This design comes from an exercise in tuning for small area and a short achievable clock period on the open sky130 flow, not from production work.
In this exercise RTL edits were held to simulation tests only and were not proved equivalent to the original.
Power and IR drop assume default switching activity.

[design.v]
package definitions;
typedef enum logic[5:0]{
 RTYPE = 6'b000000,
 ADDI = 6'b000001,
 SUBI = 6'b000010,
 ANDI = 6'b000011,
 ORI = 6'b000100,
 XORI = 6'b000101,
 LUI = 6'b000110,
 LLI = 6'b000111,
 LWR = 6'b001000,
 SWR = 6'b001001,
 LWI = 6'b001010,
 SWI = 6'b001011,
 BEQ = 6'b001100,
 BNE = 6'b001101,
 J = 6'b001110,
 JAL = 6'b001111,
 RET = 6'b010000, 
 BNEG = 6'b010001  
} opcode;
typedef enum logic[3:0]{
 ALU_ADD = 4'b0000,
 ALU_SUB = 4'b0001,
 ALU_AND = 4'b0010,
 ALU_OR = 4'b0011,
 ALU_XOR = 4'b0100,
 ALU_SLL = 4'b0101,
 ALU_SRL = 4'b0110,
 ALU_SLA = 4'b0111,
 ALU_SRA = 4'b1000,
 ALU_LUI = 4'b1001,
 ALU_LLI = 4'b1010,
 ALU_NOT = 4'b1011,  
 ALU_Z = 4'b1111  
} operation;
endpackage
import definitions::*;
module controller
		#(parameter FUNC_SIZE=6)
		(input logic [5:0] op,
		 input logic[FUNC_SIZE-1:0] func,
		 output logic rf_we,
		 output logic sel_op_a,
		 output logic sel_op_b,
		 output logic zero_or_sign,
		 output logic [1:0] rd_sel,
		 output logic [1:0] rf_data_sel,
		 output logic mem_ad_sel,
		 output logic dm_we,
		 output logic beq,
		 output logic bne,
		 output logic[2:0] pc_sel,  
		 output logic rs_sel
		 );
always_comb
begin
	case(op)
		RTYPE:
		begin
			sel_op_b = 0;
			rf_we = 1;
			if(func==5 || func==6 || func==7 || func==8)
				sel_op_a = 1;
			else
				sel_op_a = 0;
			zero_or_sign=0;
			rd_sel = 0;
			rf_data_sel = 0;
			dm_we = 0;
			mem_ad_sel = 0;
			beq = 0;
			bne = 0;
			pc_sel = 0;
			rs_sel = 0;
		end
		ADDI:
		begin
			sel_op_a = 0;
			sel_op_b = 1;
			rf_we = 1;
			zero_or_sign = 1;
			rd_sel = 1;
			rf_data_sel = 0;
			dm_we = 0;
			mem_ad_sel = 0;
			beq = 0;
			bne = 0;
			pc_sel = 0;
			rs_sel = 0;
		end
		SUBI:
		begin
			sel_op_a = 0;
			sel_op_b = 1;
			rf_we = 1;
			zero_or_sign = 1;
			rd_sel = 1;
			rf_data_sel = 0;
			dm_we = 0;
			mem_ad_sel = 0;
			beq = 0;
			bne = 0;
			pc_sel = 0;
			rs_sel = 0;
		end
		ANDI:
		begin
			sel_op_a = 0;
			sel_op_b = 1;
			rf_we = 1;
			zero_or_sign = 0;
			rd_sel = 1;
			rf_data_sel = 0;
			dm_we = 0;
			mem_ad_sel = 0;
			beq = 0;
			bne = 0;
			pc_sel = 0;
			rs_sel = 0;
		end
		ORI:
		begin
			sel_op_a = 0;
			sel_op_b = 1;
			rf_we = 1;
			zero_or_sign = 0;
			rd_sel = 1;
			rf_data_sel = 0;
			dm_we = 0;
			mem_ad_sel = 0;
			beq = 0;
			bne = 0;
			pc_sel = 0;
			rs_sel = 0;
		end
		XORI:
		begin
			sel_op_a = 0;
			sel_op_b = 1;
			rf_we = 1;
			zero_or_sign = 0;
			rd_sel = 1;
			rf_data_sel = 0;
			dm_we = 0;
			mem_ad_sel = 0;
			beq = 0;
			bne = 0;
			pc_sel = 0;
			rs_sel = 0;
		end
		LUI:
		begin
			sel_op_a = 0;
			sel_op_b = 1;
			rf_we = 1;
			zero_or_sign = 0;  
			rd_sel = 1;
			rf_data_sel = 0;
			dm_we = 0;
			mem_ad_sel = 0;
			beq = 0;
			bne = 0;
			pc_sel = 0;
			rs_sel = 0;
		end
		LLI:
		begin
			sel_op_a = 0;
			sel_op_b = 1;
			rf_we = 1;
			zero_or_sign = 0;  
			rd_sel = 1;
			rf_data_sel = 0;
			dm_we = 0;
			mem_ad_sel = 0;
			beq = 0;
			bne = 0;
			pc_sel = 0;
			rs_sel = 0;
		end
		LWR:
		begin
			sel_op_a = 0;
			sel_op_b = 0;
			rf_we = 1;
			zero_or_sign = 0;
			rd_sel = 1;
			rf_data_sel = 1;
			dm_we = 0;
			mem_ad_sel = 0;
			beq = 0;
			bne = 0;
			pc_sel = 0;
			rs_sel = 0;
		end
		SWR:
		begin
			sel_op_a = 0;
			sel_op_b = 0;
			rf_we = 0;
			zero_or_sign = 0;
			rd_sel = 0;
			rf_data_sel = 0;
			dm_we = 1;
			mem_ad_sel = 0;
			beq = 0;
			bne = 0;
			pc_sel = 0;
			rs_sel = 0;
		end
		LWI:
		begin
			sel_op_a = 0;
			sel_op_b = 0;
			rf_we = 1;
			zero_or_sign = 0;
			rd_sel = 1;
			rf_data_sel = 1;
			dm_we = 0;
			mem_ad_sel = 1;
			beq = 0;
			bne = 0;
			pc_sel = 0;
			rs_sel = 0;
		end
		SWI:
		begin
			sel_op_a = 0;
			sel_op_b = 0;
			rf_we = 0;
			zero_or_sign = 0;
			rd_sel = 0;
			rf_data_sel = 0;
			dm_we = 1;
			mem_ad_sel = 1;
			beq = 0;
			bne = 0;
			pc_sel = 0;
			rs_sel = 0;
		end
		BEQ:
		begin
			sel_op_a = 0;
			sel_op_b = 0;
			rf_we = 0;
			zero_or_sign = 0;
			rd_sel = 0;
			rf_data_sel = 0;
			dm_we = 0;
			mem_ad_sel = 0;
			beq = 1;
			bne = 0;
			pc_sel = 1;
			rs_sel = 0;
		end
		BNE:
		begin
			sel_op_a = 0;
			sel_op_b = 0;
			rf_we = 0;
			zero_or_sign = 0;
			rd_sel = 0;
			rf_data_sel = 0;
			dm_we = 0;
			mem_ad_sel = 0;
			beq = 0;
			bne = 1;
			pc_sel = 1;
			rs_sel = 0;
		end
		J:
		begin
			sel_op_a = 0;
			sel_op_b = 0;
			rf_we = 0;
			zero_or_sign = 0;
			rd_sel = 0;
			rf_data_sel = 0;
			dm_we = 0;
			mem_ad_sel = 0;
			beq = 0;
			bne = 0;
			pc_sel = 2;
			rs_sel = 0;
		end
		JAL:
		begin
			sel_op_a = 0;
			sel_op_b = 0;
			rf_we = 1;
			zero_or_sign = 0;
			rd_sel = 2;
			rf_data_sel = 2;
			dm_we = 0;
			mem_ad_sel = 0;
			beq = 0;
			bne = 0;
			pc_sel = 2;
			rs_sel = 0;
		end
		RET:
		begin
			sel_op_a = 0;
			sel_op_b = 0;
			rf_we = 0;
			zero_or_sign = 0;
			rd_sel = 0;
			rf_data_sel = 0;
			dm_we = 0;
			mem_ad_sel = 0;
			beq = 0;
			bne = 0;
			pc_sel = 3;
			rs_sel = 1;
		end
		BNEG:
		begin
			sel_op_a = 0;
			sel_op_b = 0;
			rf_we = 0;
			zero_or_sign = 0;
			rd_sel = 0;
			rf_data_sel = 0;
			dm_we = 0;
			mem_ad_sel = 0;
			beq = 0;
			bne = 0;
			pc_sel = 4;
			rs_sel = 0;
		end
		default:
		begin
			sel_op_a = 0;
			sel_op_b = 0;
			rf_we = 0;
			zero_or_sign = 0;
			rd_sel = 0;
			rf_data_sel = 0;
			dm_we = 0;
			mem_ad_sel = 0;
			beq = 0;
			bne = 0;
			pc_sel = 0;
			rs_sel = 0;
		end
	endcase
end
endmodule
import definitions::*;
module instruction_decoder
	#(parameter FUNC_SIZE=6)
	 (input logic [5:0] op,
	  input logic[FUNC_SIZE-1:0] func,
	  output logic [3:0] alu_op
	 );
always_comb
begin
	case(op)
		RTYPE:
		begin
			alu_op = func[3:0];
		end
		ADDI:
		begin
			alu_op = ALU_ADD;  
		end
		SUBI:
		begin
			alu_op = ALU_SUB;  
		end
		ANDI:
		begin
			alu_op = ALU_AND;  
		end
		ORI:
		begin
			alu_op = ALU_OR;  
		end
		XORI:
		begin
			alu_op = ALU_XOR;  
		end
		LUI:
		begin
			alu_op = ALU_LUI;  
		end
		LLI:
		begin
			alu_op = ALU_LLI;  
		end
		LWR:
		begin
			alu_op = ALU_Z;
		end
		SWR:
		begin
			alu_op = ALU_Z;
		end
		LWI:
		begin
			alu_op = ALU_Z;
		end
		SWI:
		begin
			alu_op = ALU_Z;
		end
		BEQ:
		begin
			alu_op = ALU_SUB;  
		end
		BNE:
		begin
			alu_op = ALU_SUB;  
		end
		J:
		begin
			alu_op = ALU_Z;  
		end
		JAL:
		begin
			alu_op = ALU_Z;  
		end
		RET:
		begin
			alu_op = ALU_Z;  
		end
		BNEG:
		begin
			alu_op = ALU_ADD;  
		end
		default:
			alu_op = ALU_Z;
	endcase	
end
endmodule
import definitions::*;
module alu
	#(parameter DATA_SIZE=32)
	 (input logic signed[DATA_SIZE-1:0] a,
	  input logic signed[DATA_SIZE-1:0] b,
	  input logic [3:0] op,
	  output logic signed[DATA_SIZE-1:0] r,
	  output logic z, 
	  output logic n  
	);
always_comb
begin
	case(op)
		ALU_ADD: r = a + b;
		ALU_SUB: r = a - b;
		ALU_AND: r = a & b;
		ALU_OR: r = a | b;
		ALU_XOR: r = a ^ b;
		ALU_SLL: r = b << a;
		ALU_SRL: r = b >> a;
		ALU_SLA: r = b <<< a;
		ALU_SRA: r = b >>> a;
		ALU_LUI: r = {b[15:0],16'b0};
		ALU_LLI: r = {16'b0,b[15:0]};
		ALU_NOT: r = ~a;
		default: r = 0;
	endcase
	z = (r==0) ? 1'b1 : 1'b0;
	n = r[DATA_SIZE-1];
end
endmodule
module extender(input logic [4:0] sa,
		input logic [15:0] imm,
		input logic zero_or_sign,
		output logic [31:0] ext_sa,
		output logic [31:0] ext_imm 
		);
always_comb 
begin 
	if(sa[4]==0)
		ext_sa = {27'b0,sa[4:0]};
	else	
		ext_sa = {27'b1,sa[4:0]};
	if(zero_or_sign)  
	begin
		if(imm[15]==0)
			ext_imm = {16'b0,imm[15:0]};
		else	
			ext_imm = {16'hffff,imm[15:0]};	
	end
	else  
	begin
		ext_imm = {16'b0,imm[15:0]};
	end
end
endmodule
module regfile
	#(parameter DATA_SIZE=32, parameter SELEC_SIZE=5, parameter ADDRESSES=32)
	 (input logic[SELEC_SIZE-1:0] rs,
	  input logic[SELEC_SIZE-1:0] rt,
	  input logic[SELEC_SIZE-1:0] rd,
	  input logic[DATA_SIZE-1:0] D,
	  input logic we,
	  input logic clk,
	  output logic[DATA_SIZE-1:0] Qs,
	  output logic[DATA_SIZE-1:0] Qt
	 );
logic [DATA_SIZE-1:0] mem [ADDRESSES-1:0];
always_ff@(posedge clk) 
begin
    if(we)
    begin
        if(rd != 0)
		mem[rd] <= D;
    end
end
always_comb 
begin
    Qs = (rs == 0) ? '0 : mem[rs];
    Qt = (rt == 0) ? '0 : mem[rt];
end
endmodule
import definitions::*;
module mips_single_cycle
	#(parameter INS_SIZE=32)
	 (input logic clk,
	  input logic rst,  
	  input logic[INS_SIZE-1:0] instruction,
	  input logic[31:0] dm_q,
	  output logic dm_we,
	  output logic [15:0] dm_address,
	  output logic [31:0] dm_d,
	  output logic [31:0] pc_out
	 );
logic [5:0] ins_op;
logic[4:0] ins_rs;
logic[4:0] ins_rt;
logic[4:0] ins_rd;
logic[4:0] ins_sa;
logic[5:0] ins_func;
logic[15:0] ins_imm;
logic [3:0] alu_op;
logic rf_we;
logic sel_op_a;
logic sel_op_b;
logic zero_or_sign;
logic [1:0]rd_sel;
logic [1:0]rf_data_sel;
logic mem_ad_sel;
logic[31:0] operandA;
logic[31:0] operandB;
logic[31:0] result;
logic zero;
logic[31:0] ext_sa;
logic[31:0] ext_imm;
logic[31:0] Qs;
logic[31:0] Qt;
logic[31:0] D;
logic[4:0] rd;
logic beq;
logic bne;
logic[31:0] next_pc;
logic[31:0] pc;
logic[2:0] pc_sel;
logic[25:0] ins_addr;
logic rs_sel;
logic [4:0]rs;
logic negative;
logic dm_we_ctrl;
controller controller0
		(.op(ins_op),
		 .func(ins_func),
		 .rf_we(rf_we),
		 .sel_op_a(sel_op_a),
		 .sel_op_b(sel_op_b),
		 .zero_or_sign(zero_or_sign),
		 .rd_sel(rd_sel),
		 .rf_data_sel(rf_data_sel),
		 .mem_ad_sel(mem_ad_sel),
		 .dm_we(dm_we_ctrl),
		 .beq(beq),
		 .bne(bne),
		 .pc_sel(pc_sel),
		 .rs_sel(rs_sel)
		 );
regfile regfile0
	 (.rs(rs),
	  .rt(ins_rt),
	  .rd(rd),
	  .D(D),
	  .we(rf_we & ~rst),
	  .clk(clk),
	  .Qs(Qs),
	  .Qt(Qt)
	 );
alu alu0
	 (.a(operandA),
	  .b(operandB),
	  .op(alu_op),
	  .r(result),
	  .z(zero),
	  .n(negative)
	);
extender extender0
	(.sa(ins_sa),
	 .imm(ins_imm),
	 .zero_or_sign(zero_or_sign),
	 .ext_sa(ext_sa),
	 .ext_imm(ext_imm) 
	);
instruction_decoder instruction_decoder0
	 (.op(ins_op),
	  .func(ins_func),
	  .alu_op(alu_op)
	 );
always_comb
begin
	ins_op = instruction[31:26];
	ins_rs = instruction[25:21];
	ins_rt = instruction[20:16];
	ins_rd = instruction[15:11];
	ins_sa = instruction[10:6];
	ins_func = instruction[5:0];
	ins_imm = instruction[15:0];
	ins_addr = instruction[25:0];
	operandA = (sel_op_a) ? ext_sa : Qs;
	operandB = (sel_op_b) ? ext_imm : Qt;
	dm_address = (mem_ad_sel) ? ins_imm : Qs;
	rs = (rs_sel) ? 5'd31 : ins_rs; 
	dm_d = Qt;
	dm_we = dm_we_ctrl & ~rst;
	pc_out = pc;
	case(rd_sel)
		0:
		begin
			rd = ins_rd;
		end
		1:
		begin
			rd = ins_rt;
		end
		2:
		begin
			rd = 5'd31;
		end
		default:
		begin
			rd = ins_rd;
		end
	endcase
	case(rf_data_sel)
		0:
		begin
			D = result;
		end
		1:
		begin
			D = dm_q;
		end
		2:
		begin
			D = pc+1;
		end
		default:
		begin
			D =  result;
		end
	endcase 
	case(pc_sel)
		0:
		begin
			next_pc = pc +1;
		end
		1:
		begin
			if(beq)
			begin
				if(zero)
					next_pc = {16'b0,ins_imm};
				else
					next_pc = pc+1;
			end
			else
			begin
				if(bne)
				begin
					if(~(zero))
						next_pc = {16'b0,ins_imm};
					else
						next_pc = pc+1;
				end
				else
					next_pc = pc+1;
			end
		end
		2:
		begin
			next_pc = {6'b0,ins_addr};
		end
		3:
		begin
			next_pc = Qs;
		end
		4:  
		begin
			if(negative)
				next_pc = {16'b0,ins_imm};
			else
				next_pc = pc+1;
		end
		default:
			next_pc = pc+1;
	endcase
end
always_ff@(posedge clk)
begin
	if (rst)
		pc <= '0;
	else
		pc <= next_pc;
end
endmodule
[run.sh]
#!/bin/bash
# synth_recipe.tcl (not shown) runs the flow's synth.tcl, then flattens the netlist and writes it again
# the make line also repeats each setting of config.mk as NAME=value (left out here)
make -C /OpenROAD-flow-scripts/flow DESIGN_CONFIG=/design/flow/config.mk WORK_HOME=/design/flow/orfs CLKGATE_MAP_FILE= SYNTH_SCRIPT=/design/flow/synth_recipe.tcl finish
[config.mk]
export PLATFORM = sky130hd
export DESIGN_NAME = mips_single_cycle
export DESIGN_NICKNAME = mips_single_cycle
export VERILOG_FILES = /design/flow/design.v
export SDC_FILE = /design/flow/constraint.sdc
export NUM_CORES = 4
export LEC_CHECK = 0
export CAP_MARGIN = 20
export CORE_MARGIN = 2
export CORE_UTILIZATION = 40
export SLEW_MARGIN = 20
[constraint.sdc]
create_clock -name core_clock -period 12.0 [get_ports {clk}]
set_input_delay 2.4000 -clock core_clock [delete_from_list [all_inputs] [get_ports {clk}]]
set_output_delay 2.4000 -clock core_clock [all_outputs]
set_load 0.01 [all_outputs]
==> report_table.html <==
<table>
<tr><th>Metric</th><th>Value</th></tr>
<tr><th colspan="2">Worst setup path</th></tr>
<tr><td>Required @ worst endpoint</td><td>between 10 and 15 ns</td></tr>
<tr><td>Crit-path max cell delay</td><td>slightly below 0.7 ns</td></tr>
<tr><td>Startpoint-to-endpoint class of the critical path</td><td>input port to register</td></tr>
<tr><td>R2R Path End</td><td>pc[16]</td></tr>
<tr><td>Reg2Reg Launch Point</td><td>regfile0.mem[31][4]</td></tr>
<tr><td>Critical path data arrival time</td><td>11.69 ns</td></tr>
<tr><td>Most frequent cell on the critical path</td><td>sky130_fd_sc_hd__buf_4</td></tr>
<tr><td>Critical Path Start Type</td><td>input port</td></tr>
<tr><td>Slowest stage cell, crit path</td><td>sky130_fd_sc_hd__clkdlybuf4s50_1</td></tr>
<tr><td>Depth of the worst register-to-register path</td><td>33</td></tr>
<tr><td>Register-to-register setup slack</td><td>2.67 ns</td></tr>
<tr><td>Maximum fanout encountered on the critical timing path</td><td>22</td></tr>
<tr><td>Critical Path Sink Type</td><td>register</td></tr>
<tr><th colspan="2">STA</th></tr>
<tr><td>Slew HR</td><td>around 18%</td></tr>
<tr><td>Highest achievable clock rate</td><td>roughly 90 MHz</td></tr>
<tr><td>Portion of the clock cycle consumed by the worst path in the final layout</td><td>a little over 90%</td></tr>
<tr><td>Setup violations, final</td><td>0</td></tr>
<tr><td>Final critical delay including setup and external delays</td><td>around 11 ns</td></tr>
<tr><td>Pins over their slew limit</td><td>0</td></tr>
<tr><td>Setup repair after global routing missed its margin</td><td>false</td></tr>
<tr><td>Transition at the pin with the smallest max-transition slack</td><td>between 1 and 1.5 ns</td></tr>
<tr><td>Final Hold Vio Count</td><td>0</td></tr>
<tr><td>Final worst setup slack</td><td>approximately 0.94 ns</td></tr>
<tr><td>Worst-case clock skew</td><td>0.0435 ns</td></tr>
<tr><td>Post-Route Setup TNS</td><td>0 ns</td></tr>
<tr><td>Hold slack final</td><td>0.629 ns</td></tr>
<tr><th colspan="2">Logic synthesis</th></tr>
<tr><td>Number of flip-flops and latches in the synthesized netlist</td><td>around 1.1k</td></tr>
<tr><td>Combined area of all synthesized cells</td><td>62800 um2</td></tr>
<tr><td>Most common cell in the synthesized netlist</td><td>sky130_fd_sc_hd__edfxtp_1</td></tr>
<tr><td>Share of the synthesized netlist area taken by xor and xnor gates</td><td>between 1 and 1.5%</td></tr>
<tr><td>Synthesized-area fraction occupied by ao, oa, aoi and oai cells</td><td>between 10% and 20%</td></tr>
<tr><td>Number of flops mapped to enable cells by yosys</td><td>1024</td></tr>
<tr><td>Most common library cells after synthesis</td><td>sky130_fd_sc_hd__edfxtp_1 (1024), sky130_fd_sc_hd__mux2i_1 (440), sky130_fd_sc_hd__nor2_1 (378)</td></tr>
<tr><td>Proportion of synthesized chip area in sequential cells</td><td>about 50%</td></tr>
<tr><td>Fraction of registers with async set or reset after synthesis</td><td>0%</td></tr>
<tr><td>Adder-cell area share of the yosys netlist</td><td>between 2 and 2.5%</td></tr>
<tr><td>Combinational family with the most area after synthesis</td><td>multiplexers</td></tr>
<tr><td>Synth area leaders</td><td>sky130_fd_sc_hd__edfxtp_1 (49%), sky130_fd_sc_hd__mux4_2 (11%), sky130_fd_sc_hd__mux2i_1 (7.0%)</td></tr>
<tr><td>Simple-gate portion of the synthesized area</td><td>approximately 9%</td></tr>
<tr><td>Cell type with the highest aggregate area in the netlist</td><td>sky130_fd_sc_hd__edfxtp_1</td></tr>
<tr><td>Synthesized area divided by synthesized cell count</td><td>~12 um2</td></tr>
<tr><td>Most used flip-flop cell after synthesis</td><td>sky130_fd_sc_hd__edfxtp_1</td></tr>
<tr><td>Yosys top cell area share</td><td>between 40% and 50%</td></tr>
<tr><td>Cell count after synthesis</td><td>5109</td></tr>
<tr><td>Number of distinct standard cells referenced by the synthesized netlist</td><td>117</td></tr>
<tr><td>Mux contribution to synthesized area</td><td>19.1%</td></tr>
<tr><td>Yosys warning total</td><td>6</td></tr>
<tr><th colspan="2">Clock tree</th></tr>
<tr><td>H-tree level count</td><td>3</td></tr>
<tr><td>Number of buffers inserted during clock tree synthesis</td><td>roughly 110</td></tr>
<tr><td>Post-CTS Hold Fix Bufs</td><td>0</td></tr>
<tr><td>Clock tree from TritonCTS</td><td>done</td></tr>
<tr><td>Number of gates resized after cts</td><td>0</td></tr>
<tr><td>Root buf cell</td><td>sky130_fd_sc_hd__clkbuf_16</td></tr>
<tr><td>Clock latency reported for the late side of the worst-skew pair</td><td>0.75 ns</td></tr>
<tr><td>Maximum buffer depth of the clock tree</td><td>3</td></tr>
<tr><td>Post-CTS setup buffer count</td><td>0</td></tr>
<tr><td>Number of sinks driven by the clock tree</td><td>1056</td></tr>
<tr><td>Clk slew on worst S/H paths</td><td>0.06 ns</td></tr>
<tr><th colspan="2">Worst hold path</th></tr>
<tr><td>Hold-critical path endpoint</td><td>pc[0]</td></tr>
<tr><td>Type of the worst min-delay path</td><td>register to register</td></tr>
<tr><td>Hold Path Stages</td><td>1</td></tr>
<tr><td>Start point of the worst min-delay path</td><td>pc[0]</td></tr>
<tr><th colspan="2">Final layout</th></tr>
<tr><td>Layout cell share with drive strength beyond 1</td><td>~20%</td></tr>
<tr><td>Sequential cell area</td><td>around 31000 um2</td></tr>
<tr><td>Area taken by multi-input logic gates</td><td>just under 30000 um2</td></tr>
<tr><td>Layout Nets</td><td>between 5k and 6k</td></tr>
<tr><td>Count of fill cells added during filler insertion</td><td>14.0k</td></tr>
<tr><td>Layout overhead on the synthesized area</td><td>15.4%</td></tr>
<tr><th colspan="2">Global route</th></tr>
<tr><td>Vias in the first global route</td><td>~50k</td></tr>
<tr><td>Antenna violations before repair</td><td>20</td></tr>
<tr><td>Maximum number of pins on one net before global-route repair</td><td>just over 100</td></tr>
<tr><td>Overall Global Routing Usage</td><td>a little under two fifths</td></tr>
<tr><td>Final global-route overflow total</td><td>0</td></tr>
<tr><td>Wire length of the first global-routing pass</td><td>roughly 420000 um</td></tr>
<tr><th colspan="2">Run</th></tr>
<tr><td>Max-cap violation count</td><td>0</td></tr>
<tr><th colspan="2">Floorplan</th></tr>
<tr><td>Die extent in x</td><td>between 400 and 500 um</td></tr>
<tr><td>Area of the die</td><td>~160000 um2</td></tr>
<tr><td>Overall die height</td><td>~400 um</td></tr>
<tr><td>Area of the core</td><td>around 160000 um2</td></tr>
<tr><td>Boundary pin count</td><td>about 150</td></tr>
<tr><td>Number of core rows</td><td>145</td></tr>
<tr><td>Initial core utilization</td><td>40.3%</td></tr>
<tr><th colspan="2">Routing</th></tr>
<tr><td>First-pass detailed-route iteration total</td><td>8</td></tr>
<tr><td>Detailed-route via count</td><td>53.4k</td></tr>
<tr><td>Remaining DRCs</td><td>0</td></tr>
<tr><td>Aggregate routed wire length</td><td>315000 um</td></tr>
<tr><td>Detailed router's first-iteration violation count</td><td>8409</td></tr>
<tr><td>Average wire per standard cell</td><td>41.6 um</td></tr>
<tr><td>Remaining antenna violation count</td><td>0</td></tr>
<tr><td>Via density per instance</td><td>7.06</td></tr>
<tr><th colspan="2">Place</th></tr>
<tr><td>Last weighted congestion value of the routability-driven placer</td><td>1.12</td></tr>
<tr><td>Setup WS pre-CTS</td><td>~0.39 ns</td></tr>
<tr><td># port buffers</td><td>146</td></tr>
<tr><td>Post-DP HPWL</td><td>216000 um</td></tr>
<tr><th colspan="2">Outcome</th></tr>
<tr><td>Result of the run</td><td>timing/DRC/antenna clean</td></tr>
<tr><th colspan="2">Pwr</th></tr>
<tr><td>Power density cells</td><td>~140 nW/um2</td></tr>
<tr><td>Overall power of the completed layout</td><td>around 10000 uW</td></tr>
<tr><td>VDD IR max</td><td>about 0.13 mV</td></tr>
<tr><td>Leak</td><td>roughly 0.025 uW</td></tr>
</table>
registers in the layout (all words and copies together) (netlist names):
name          count
pc               32
regfile0.mem   1024
through the flow:
step                cell area [um2]  instances  util [%]
floorplan                     62900       5140         -
global placement              68800       7345      44.1
detailed placement            68800       7346      44.1
CTS                           72400       7543      46.4
global route                  72400       7544      46.4
finish                        72500       7558      46.5
where the power goes:
group | internal (uW) | total (uW) | switching, uW | leakage [uW]
sequential | 4220 | 4240 | 15.1 | 0.00973
combinational | 816 | 2580 | 1770 | 0.0139
clock | 1980 | 3500 | 1510 | 0.00172
final cells by class:
cell class	instances	share of cell area [%]
Antenna cell	15	0.0518
Clock buffer	130	3.84
Clock inverter	67	1.12
Inverter	108	0.566
Multi-Input combinational cell	3572	40.9
Sequential cell	1056	43.3
Tap cell	2058	3.55
Timing Repair Buffer	552	6.63
worst max-delay path by stage:
stage,startpoint,cells past startpoint,endpoint
after floorplan,instruction[17],34,pc[10]
after global placement,instruction[20],35,pc[16]
after detailed placement,instruction[20],35,pc[17]
after CTS,instruction[20],35,pc[17]
after global routing,instruction[20],34,pc[17]
final,instruction[20],34,pc[16]
worst max-delay path: cells and delay by family:
kind                       cells  cell delay, ns
and+or+nand+nor               16            4.68
AOI/OAI and AO/OA             10            2.20
adders and majority gates      1            0.39
xor gates and xnor gates       1            0.09
buffers and inverters          6            1.87
placed cells by master (no fill, tap or decap), drive strengths merged, types with 139 or more instances in the layout:
| cell type | n |
|---|---|
| a22oi | 179 |
| mux4 | 294 |
| edfxtp | 1024 |
| nand2 | 319 |
| buf | 413 |
| mux2i | 442 |
| o21ai | 238 |
| clkdlybuf4s50 | 139 |
| a21oi | 265 |
| nor2 | 382 |
kinds of logic after synthesis:
kind of cell	after synthesis
AOI/OAI and AO/OA	1353
and+or+nand+nor	1187
DFF	1056
muxes	817
buffers and inverters	512
adders and majority gates	102
xor gates and xnor gates	81
other	1
routing by layer:
| metal | routed length, um | share of wire, % | GRT usage (%) |
|---|---|---|---|
| met4 | 29500 | 9.4 | 29.7 |
| met2 | 138000 | 44 | 57.7 |
| met5 | 83 | 0.026 | 0 |
| met3 | 38800 | 12 | 10.9 |
| met1 | 108000 | 34 | 45.9 |

## port drivers added, routing unchanged
No port has a modelled driver above. Below, the same layout with a new extraction and two added sets of constraints. Step 1: set_driving_cell puts a clkbuf_16 on clk and a buf_2 on each other input, an assumption about the parent block. Step 2 also shifts input and output timing later by t, the mid clock arrival at the registers, as if the neighbouring blocks saw the same clock. Three values: ideal, step 1, step 2; two values: the first two.
t, ns: 0.802
slack for setup (ns): 0.936 / 0.988 / 0.186
hold WS [ns]: 0.629 / 0.629 / 0.629
After both steps setup and hold are still met in this run. For this run, drivers alone change the setup slack by +0.052 ns; drivers and shift together by -0.750 ns.
